Context: an optimization exercise on an open-source flow, tuned for small area and a short achievable clock period. The choices shown serve that exercise and are no tape-out recipe. Power is estimated from default activity; no workload was simulated.

==> quartz: inputs <==
==> flow/design.v <==
`default_nettype none
module risc16b
  (
   input wire          clk,
   input wire          rst,
   output logic [15:0] i_addr,
   output logic        i_oe,
   input wire [15:0]   i_din,
   output logic [15:0] d_addr,
   output logic        d_oe,
   input wire [15:0]   d_din,
   output logic [15:0] d_dout,
   output logic [1:0]  d_we
   );
   logic [15:0] pc;         
   logic [15:0] ir1;        
   logic        v1;         
   logic [15:0] ir2;        
   logic        v2;         
   logic [7:0]  sa, sb;     
   logic [15:0] rf [8];     
   logic [7:0]  zf;         
   wire [4:0]  op2   = ir2[15:11];
   wire [4:0]  fn2   = ir2[4:0];
   wire        rform = (op2 == 5'b00000);
   wire [3:0]  aop   = rform ? fn2[3:0] : op2[3:0];
   wire        is_lw  = rform & (fn2 == 5'b10001);
   wire        is_lbu = rform & (fn2 == 5'b10011);
   wire        is_ld  = is_lw | is_lbu;
   logic [15:0] af;
   always_comb
     for (int i = 0; i < 16; i++)
       af[i] = ~is_ld & (aop == i);
   logic [15:0] ra, rb;
   always_comb begin
      ra = 16'd0;
      rb = 16'd0;
      for (int i = 0; i < 8; i++) begin
         ra = ra | (rf[i] & {16{sa[i]}});
         rb = rb | (rf[i] & {16{sb[i]}});
      end
   end
   wire [15:0] b = rform ? rb : {{8{ir2[7] & (op2 == 5'b00100)}}, ir2[7:0]};
   wire a_add = af[4];
   wire a_sub = af[5];
   wire a_rsb = af[12];           
   wire arith = a_add | a_sub | a_rsb;
   wire inv_b = a_sub | af[2];
   wire c_x   = af[0];                            
   wire c_y   = af[1] | af[2];            
   wire c_p   = arith | af[3] | af[11];   
   wire c_g   = af[10] | af[11];          
   wire s_l8  = af[6];
   wire s_r8  = af[7];
   wire s_l1  = af[8];
   wire s_r1  = af[9];
   logic [15:0] binc;                     
   always_comb begin
      logic t;
      binc[7:0] = b[7:0];
      t = a_rsb;
      for (int i = 8; i < 16; i++) begin
         binc[i] = b[i] ^ t;
         t = t & b[i];
      end
   end
   wire [15:0] x = ra ^ {16{a_rsb}};
   wire [15:0] y = binc ^ {16{inv_b}};
   wire        cin = a_sub;
   wire [15:0] p = x ^ y;
   wire [15:0] g = x & y;
   logic [15:0] cg, cp;    
   always_comb begin
      logic [15:0] gg, pp;
      gg = g;
      pp = p;
      gg[0] = g[0] | (p[0] & cin);
      for (int l = 0; l < 4; l++)
        for (int i = 0; i < 16; i++)
          if ((i >> l) & 1) begin
             gg[i] = gg[i] | (pp[i] & gg[((i >> l) << l) - 1]);
             pp[i] = pp[i] & pp[((i >> l) << l) - 1];
          end
      cg = gg;
      cp = pp;
   end
   wire [15:0] c = {cg[14:0], cin};       
   wire [15:0] lu = (p & {16{c_p}}) | (g & {16{c_g}}) | (x & {16{c_x}}) | (y & {16{c_y}});
   wire [15:0] sh = ({b[7:0], 8'd0} & {16{s_l8}}) | ({8'd0, b[15:8]} & {16{s_r8}}) |
                    ({b[14:0], 1'b0} & {16{s_l1}}) | ({1'b0, b[15:1]} & {16{s_r1}});
   wire [7:0]  lbyte = rb[0] ? d_din[7:0] : d_din[15:8];
   wire [15:0] ld = is_lw ? d_din : {8'd0, lbyte & {8{is_lbu}}};
   wire [15:0] res = (lu ^ (c & {16{arith}})) | sh | ld;
   wire [15:0] kz = {x[14:0] | y[14:0], cin};
   wire        z_arith = ((p ^ kz) == 16'd0);
   wire        z_ls    = ((lu | sh) == 16'd0);
   wire        zlo     = (d_din[7:0] == 8'd0);
   wire        zhi     = (d_din[15:8] == 8'd0);
   wire        z_ld    = is_lw ? (zlo & zhi) : (rb[0] ? zlo : zhi);
   wire        res_zero = arith ? z_arith : is_ld ? z_ld : z_ls;
   wire we = v2 & ~ir2[15] & ~(rform & fn2[4] & ~fn2[0]);
   assign d_addr = rb;
   assign d_oe   = v2 & rform & fn2[4] & fn2[0];
   assign d_dout = {fn2[1] ? ra[7:0] : ra[15:8], ra[7:0]};
   wire   st_w   = v2 & rform & (fn2 == 5'b10000);
   wire   st_b   = v2 & rform & (fn2 == 5'b10010);
   assign d_we   = {st_w | (st_b & rb[0]), st_w | (st_b & ~rb[0])};
   wire [15:0] wdata = res & {16{~rst}};
   wire        wzero = res_zero | rst;
   always_ff @(posedge clk)
     for (int i = 0; i < 8; i++)
       if (rst | (we & sa[i])) begin
          rf[i] <= wdata;
          zf[i] <= wzero;
       end
   wire [4:0] op1 = ir1[15:11];
   logic [7:0] da, db;
   always_comb
     for (int i = 0; i < 8; i++) begin
        da[i] = (ir1[10:8] == i);
        db[i] = (ir1[7:5] == i);
     end
   logic z_rd, n_rd;
   always_comb begin
      z_rd = 1'b0;
      n_rd = 1'b0;
      for (int i = 0; i < 8; i++) begin
         z_rd = z_rd | (da[i] & zf[i]);
         n_rd = n_rd | (da[i] & rf[i][15]);
      end
   end
   wire fwd = we & ((da & sa) != 8'd0);
   wire z   = fwd ? res_zero : z_rd;
   wire n   = fwd ? res[15] : n_rd;
   wire taken = v1 & ((op1 == 5'b10000 &  z) | (op1 == 5'b10001 & ~z) |
                      (op1 == 5'b10010 &  n) | (op1 == 5'b10011 & ~n) |
                      (op1 == 5'b11000));
   wire [7:0]  lo_t;
   wire        c8;
   assign {c8, lo_t} = {1'b0, pc[7:0]} + {1'b0, ir1[7:0]};
   wire [7:0]  hi_inc = pc[15:8] + 8'd1;
   wire [7:0]  hi_dec = pc[15:8] - 8'd1;
   wire [6:0]  lo_inc;
   wire        c8i;
   assign {c8i, lo_inc} = {1'b0, pc[7:1]} + 8'd1;
   wire        s8 = ir1[7];
   wire [15:0] target = {(c8 & ~s8) ? hi_inc : (~c8 & s8) ? hi_dec : pc[15:8], lo_t};
   wire [15:0] pc2    = {c8i ? hi_inc : pc[15:8], lo_inc, pc[0]};
   always_ff @(posedge clk) begin
      pc  <= (taken ? target : pc2) & {16{~rst}};
      v1  <= ~rst;
      v2  <= v1 & ~rst;
      ir1 <= i_din;
      ir2 <= ir1;
      sa  <= da;
      sb  <= db;
   end
   assign i_addr = pc;
   assign i_oe   = 1'b1;
endmodule
`default_nettype wire
==> flow/run.sh <==
#!/bin/bash
# synth_recipe.tcl (not shown) runs the flow's synth.tcl, then flattens the netlist and writes it again
# the make line also repeats each setting of config.mk as NAME=value (left out here)
make -C /OpenROAD-flow-scripts/flow DESIGN_CONFIG=/design/flow/config.mk WORK_HOME=/design/flow/orfs CLKGATE_MAP_FILE= SYNTH_SCRIPT=/design/flow/synth_recipe.tcl finish
==> flow/config.mk <==
export PLATFORM = sky130hd
export DESIGN_NAME = risc16b
export DESIGN_NICKNAME = risc16b
export VERILOG_FILES = /design/flow/design.v
export SDC_FILE = /design/flow/constraint.sdc
export NUM_CORES = 4
export LEC_CHECK = 0
export CAP_MARGIN = 20
export CORE_MARGIN = 2
export CORE_UTILIZATION = 40
export PLACE_DENSITY = 0.6
export SETUP_SLACK_MARGIN = 4
export SLEW_MARGIN = 20
==> flow/constraint.sdc <==
create_clock -name core_clock -period 7.0 [get_ports {clk}]
set_input_delay 1.4000 -clock core_clock [delete_from_list [all_inputs] [get_ports {clk}]]
set_output_delay 1.4000 -clock core_clock [all_outputs]
set_load 0.01 [all_outputs]
==> ember (differences from quartz) <==
==> flow/design.v (replaced) <==
`default_nettype none
module risc16b
  (
   input wire          clk,
   input wire          rst,
   output logic [15:0] i_addr,
   output logic        i_oe,
   input wire [15:0]   i_din,
   output logic [15:0] d_addr,
   output logic        d_oe,
   input wire [15:0]   d_din,
   output logic [15:0] d_dout,
   output logic [1:0]  d_we
   );
   logic [15:0] pc;         
   logic [15:0] ir1;        
   logic        v1;         
   logic [15:0] rf [8];     
   logic [7:0]  zf;         
   logic [7:0]  sa, sb;     
   logic [7:0]  imm;        
   logic        imm_sx;     
   logic        a_rsb;      
   logic        inv_b;      
   logic        a_sub;      
   logic        arith;      
   logic        c_p, c_g, c_x, c_y;         
   logic        s_l8, s_r8, s_l1, s_r1;     
   logic        is_lw, is_lbu;
   logic        we;         
   logic        st_w, st_b, ld_oe;
   logic        dsel;       
   logic [15:0] ra, rb;
   always_comb begin
      ra = 16'd0;
      rb = 16'd0;
      for (int i = 0; i < 8; i++) begin
         ra = ra | (rf[i] & {16{sa[i]}});
         rb = rb | (rf[i] & {16{sb[i]}});
      end
   end
   wire [15:0] b = rb | {{8{imm_sx}}, imm};
   logic [15:0] y;
   always_comb begin
      y[7:0] = b[7:0] ^ {8{inv_b}};
      for (int i = 8; i < 16; i++)
        y[i] = b[i] ^ (inv_b | (a_rsb & (&(b[15:8] | (8'hff << (i - 8))))));
   end
   wire [15:0] x = ra ^ {16{a_rsb}};
   wire        cin = a_sub;
   wire [15:0] p = x ^ y;
   wire [16:0] s17 = {x, 1'b1} + {y, cin};
   wire [15:0] sum = s17[16:1];
   wire        nr = ~rst;
   wire [15:0] g  = x & y;
   wire [15:0] lu = (p & {16{c_p & nr}}) | (g & {16{c_g & nr}}) |
                    (x & {16{c_x & nr}}) | (y & {16{c_y & nr}});
   wire [15:0] sh = ({b[7:0], 8'd0} & {16{s_l8 & nr}}) | ({8'd0, b[15:8]} & {16{s_r8 & nr}}) |
                    ({b[14:0], 1'b0} & {16{s_l1 & nr}}) | ({1'b0, b[15:1]} & {16{s_r1 & nr}});
   wire [7:0]  lbyte = rb[0] ? d_din[7:0] : d_din[15:8];
   wire [15:0] ld = ({16{is_lw & nr}} & d_din) | {8'd0, lbyte & {8{is_lbu & nr}}};
   wire [15:0] res = lu | sh | ld | (sum & {16{arith & nr}});
   wire [15:0] kz = {x[14:0] | y[14:0], cin};
   wire        z_arith = ((p ^ kz) == 16'd0);
   wire        z_ls    = ((lu | sh) == 16'd0);   
   wire        zlo     = (d_din[7:0] == 8'd0);
   wire        zhi     = (d_din[15:8] == 8'd0);
   wire        z_ld    = is_lw ? (zlo & zhi) : (rb[0] ? zlo : zhi);
   wire        res_zero = arith ? z_arith : (is_lw | is_lbu) ? z_ld : z_ls;
   assign d_addr = rb;
   assign d_oe   = ld_oe;
   assign d_dout = {dsel ? ra[7:0] : ra[15:8], ra[7:0]};
   assign d_we   = {st_w | (st_b & rb[0]), st_w | (st_b & ~rb[0])};
   wire [15:0] wdata = res;
   wire        wzero = res_zero | rst;
   always_ff @(posedge clk)
     for (int i = 0; i < 8; i++)
       if (rst | (we & sa[i])) begin
          rf[i] <= wdata;
          zf[i] <= wzero;
       end
   wire [4:0] op1 = ir1[15:11];
   wire [4:0] fn1 = ir1[4:0];
   logic [7:0] da, db;
   always_comb
     for (int i = 0; i < 8; i++) begin
        da[i] = (ir1[10:8] == i);
        db[i] = (ir1[7:5] == i);
     end
   logic z_rd, n_rd;
   always_comb begin
      z_rd = 1'b0;
      n_rd = 1'b0;
      for (int i = 0; i < 8; i++) begin
         z_rd = z_rd | (da[i] & zf[i]);
         n_rd = n_rd | (da[i] & rf[i][15]);
      end
   end
   wire fwd = we & ((da & sa) != 8'd0);
   wire z   = fwd ? res_zero : z_rd;
   wire n   = fwd ? res[15] : n_rd;
   wire taken = v1 & ((op1 == 5'b10000 &  z) | (op1 == 5'b10001 & ~z) |
                      (op1 == 5'b10010 &  n) | (op1 == 5'b10011 & ~n) |
                      (op1 == 5'b11000));
   wire [7:0]  lo_t;
   wire        c8;
   assign {c8, lo_t} = {1'b0, pc[7:0]} + {1'b0, ir1[7:0]};
   wire [7:0]  hi_inc = pc[15:8] + 8'd1;
   wire [7:0]  hi_dec = pc[15:8] - 8'd1;
   wire [6:0]  lo_inc;
   wire        c8i;
   assign {c8i, lo_inc} = {1'b0, pc[7:1]} + 8'd1;
   wire        s8 = ir1[7];
   wire [15:0] target = {(c8 & ~s8) ? hi_inc : (~c8 & s8) ? hi_dec : pc[15:8], lo_t};
   wire [15:0] pc2    = {c8i ? hi_inc : pc[15:8], lo_inc, pc[0]};
   wire        rform1 = (op1 == 5'b00000);
   wire [3:0]  aop1   = rform1 ? fn1[3:0] : op1[3:0];
   wire        ld1    = rform1 & fn1[4] & fn1[0];           
   wire        lw1    = rform1 & (fn1 == 5'b10001);
   wire        lbu1   = rform1 & (fn1 == 5'b10011);
   logic [15:0] af;                        
   always_comb
     for (int i = 0; i < 16; i++)
       af[i] = ~op1[4] & ~lw1 & ~lbu1 & (aop1 == i);
   wire        ok1    = v1 & ~rst;
   always_ff @(posedge clk) begin
      pc     <= (taken ? target : pc2) & {16{~rst}};
      v1     <= ~rst;
      ir1    <= i_din;
      sa     <= da;
      sb     <= db & {8{rform1}};
      imm    <= ir1[7:0] & {8{~rform1}};
      imm_sx <= (op1 == 5'b00100) & ir1[7];
      a_rsb  <= af[12];
      inv_b  <= af[5] | af[2];
      a_sub  <= af[5];
      arith  <= af[4] | af[5] | af[12];
      c_p    <= af[3] | af[11];
      c_g    <= af[10] | af[11];
      c_x    <= af[0];
      c_y    <= af[1] | af[2];
      s_l8   <= af[6];
      s_r8   <= af[7];
      s_l1   <= af[8];
      s_r1   <= af[9];
      is_lw  <= lw1;
      is_lbu <= lbu1;
      we     <= ok1 & ~op1[4] & ~(rform1 & fn1[4] & ~fn1[0]);
      st_w   <= ok1 & rform1 & (fn1 == 5'b10000);
      st_b   <= ok1 & rform1 & (fn1 == 5'b10010);
      ld_oe  <= ok1 & ld1;
      dsel   <= fn1[1];
   end
   assign i_addr = pc;
   assign i_oe   = 1'b1;
endmodule
`default_nettype wire
--- a/flow/config.mk
+++ b/flow/config.mk
@@ -5,9 +5,11 @@
 export SDC_FILE = /design/flow/constraint.sdc
 export NUM_CORES = 4
 export LEC_CHECK = 0
+export ABC_AREA = 1
 export CAP_MARGIN = 20
 export CORE_MARGIN = 2
 export CORE_UTILIZATION = 40
 export PLACE_DENSITY = 0.6
-export SETUP_SLACK_MARGIN = 4
+export SETUP_SLACK_MARGIN = 3.8
 export SLEW_MARGIN = 20
+export TNS_END_PERCENT = 0
==> run summary <==
item                                                                              quartz                     ember
Layout Utilization                                                                 57.3%                     52.9%
Area taken by flip-flops and latches                                            5430 µm²                  5660 µm²
Fin Clk Skew                                                                   0.0179 ns                 0.0312 ns
Non-Filler Instances                                                                1693                      2307
Most common cell after layout, fill and taps aside             sky130_fd_sc_hd__edfxtp_1  sky130_fd_sc_hd__nand2_1
Net total in the final layout                                                       1387                      1931
Met2 Use GR                                                                        46.0%                     46.7%
Seq cells                                                                            199                       213
Power attributed to sequential cells                                             1.47 mW                   1.48 mW
Highest cell delay on the worst timing path                                      0.55 ns                   0.41 ns
Multi-input gate area in the final layout                                       6640 µm²                  7120 µm²
Placer's final routability congestion estimate                                     0.923                     0.962
Data arrival time at the worst-slack endpoint                                    5.56 ns                   4.41 ns
Launch point of the worst path                                           ir2[15]$_DFF_P_             sb[3]$_DFF_P_
Endpoint of the worst hold-timing path                                   ir2[13]$_DFF_P_            imm[6]$_DFF_P_
Finished layout cell area                                                      15900 µm²                 16800 µm²
Status                                                          timing/DRC/antenna clean  timing/DRC/antenna clean
Share of synthesized cell area in and, or, nand and nor gates                      13.2%                     32.8%
Critical hold path startpoint                                            ir1[13]$_DFF_P_            ir1[6]$_DFF_P_
Area inside the core boundary                                                  27800 µm²                 31800 µm²
No functional check of the RTL was part of any run of this note.

[afterwards: timing with drivers on the ports]
The results above use ideal ports. As a check the final layouts listed here were re-extracted and re-timed, cells and wires unchanged. Step 1: set_driving_cell puts a clkbuf_16 on clk and a buf_2 on each other input, an assumption about the parent block. Step 2 moves the port delays by t, midway between the first and last clock arrival at a register: inputs arrive t later, outputs are due t later. That takes back most of the time a late clock gives input paths. a / b / c = ideal ports / drivers / drivers and shift; a / b = the first two.
| run | t (ns) | setup WS [ns] | worst setup path at the end | clock arrival spread, ns |
|---|---|---|---|---|
| quartz | 0.485 | 1.810 / 1.810 / 1.810 | register to register | 0.017 / 0.018 |
| ember | 0.579 | 3.070 / 3.070 / 2.697 | input to register | 0.032 / 0.031 |
After both steps every run listed still meets setup and hold. The setup slack of ember, which loses most, moves by 0.000 ns with the drivers and by -0.373 ns with both steps.
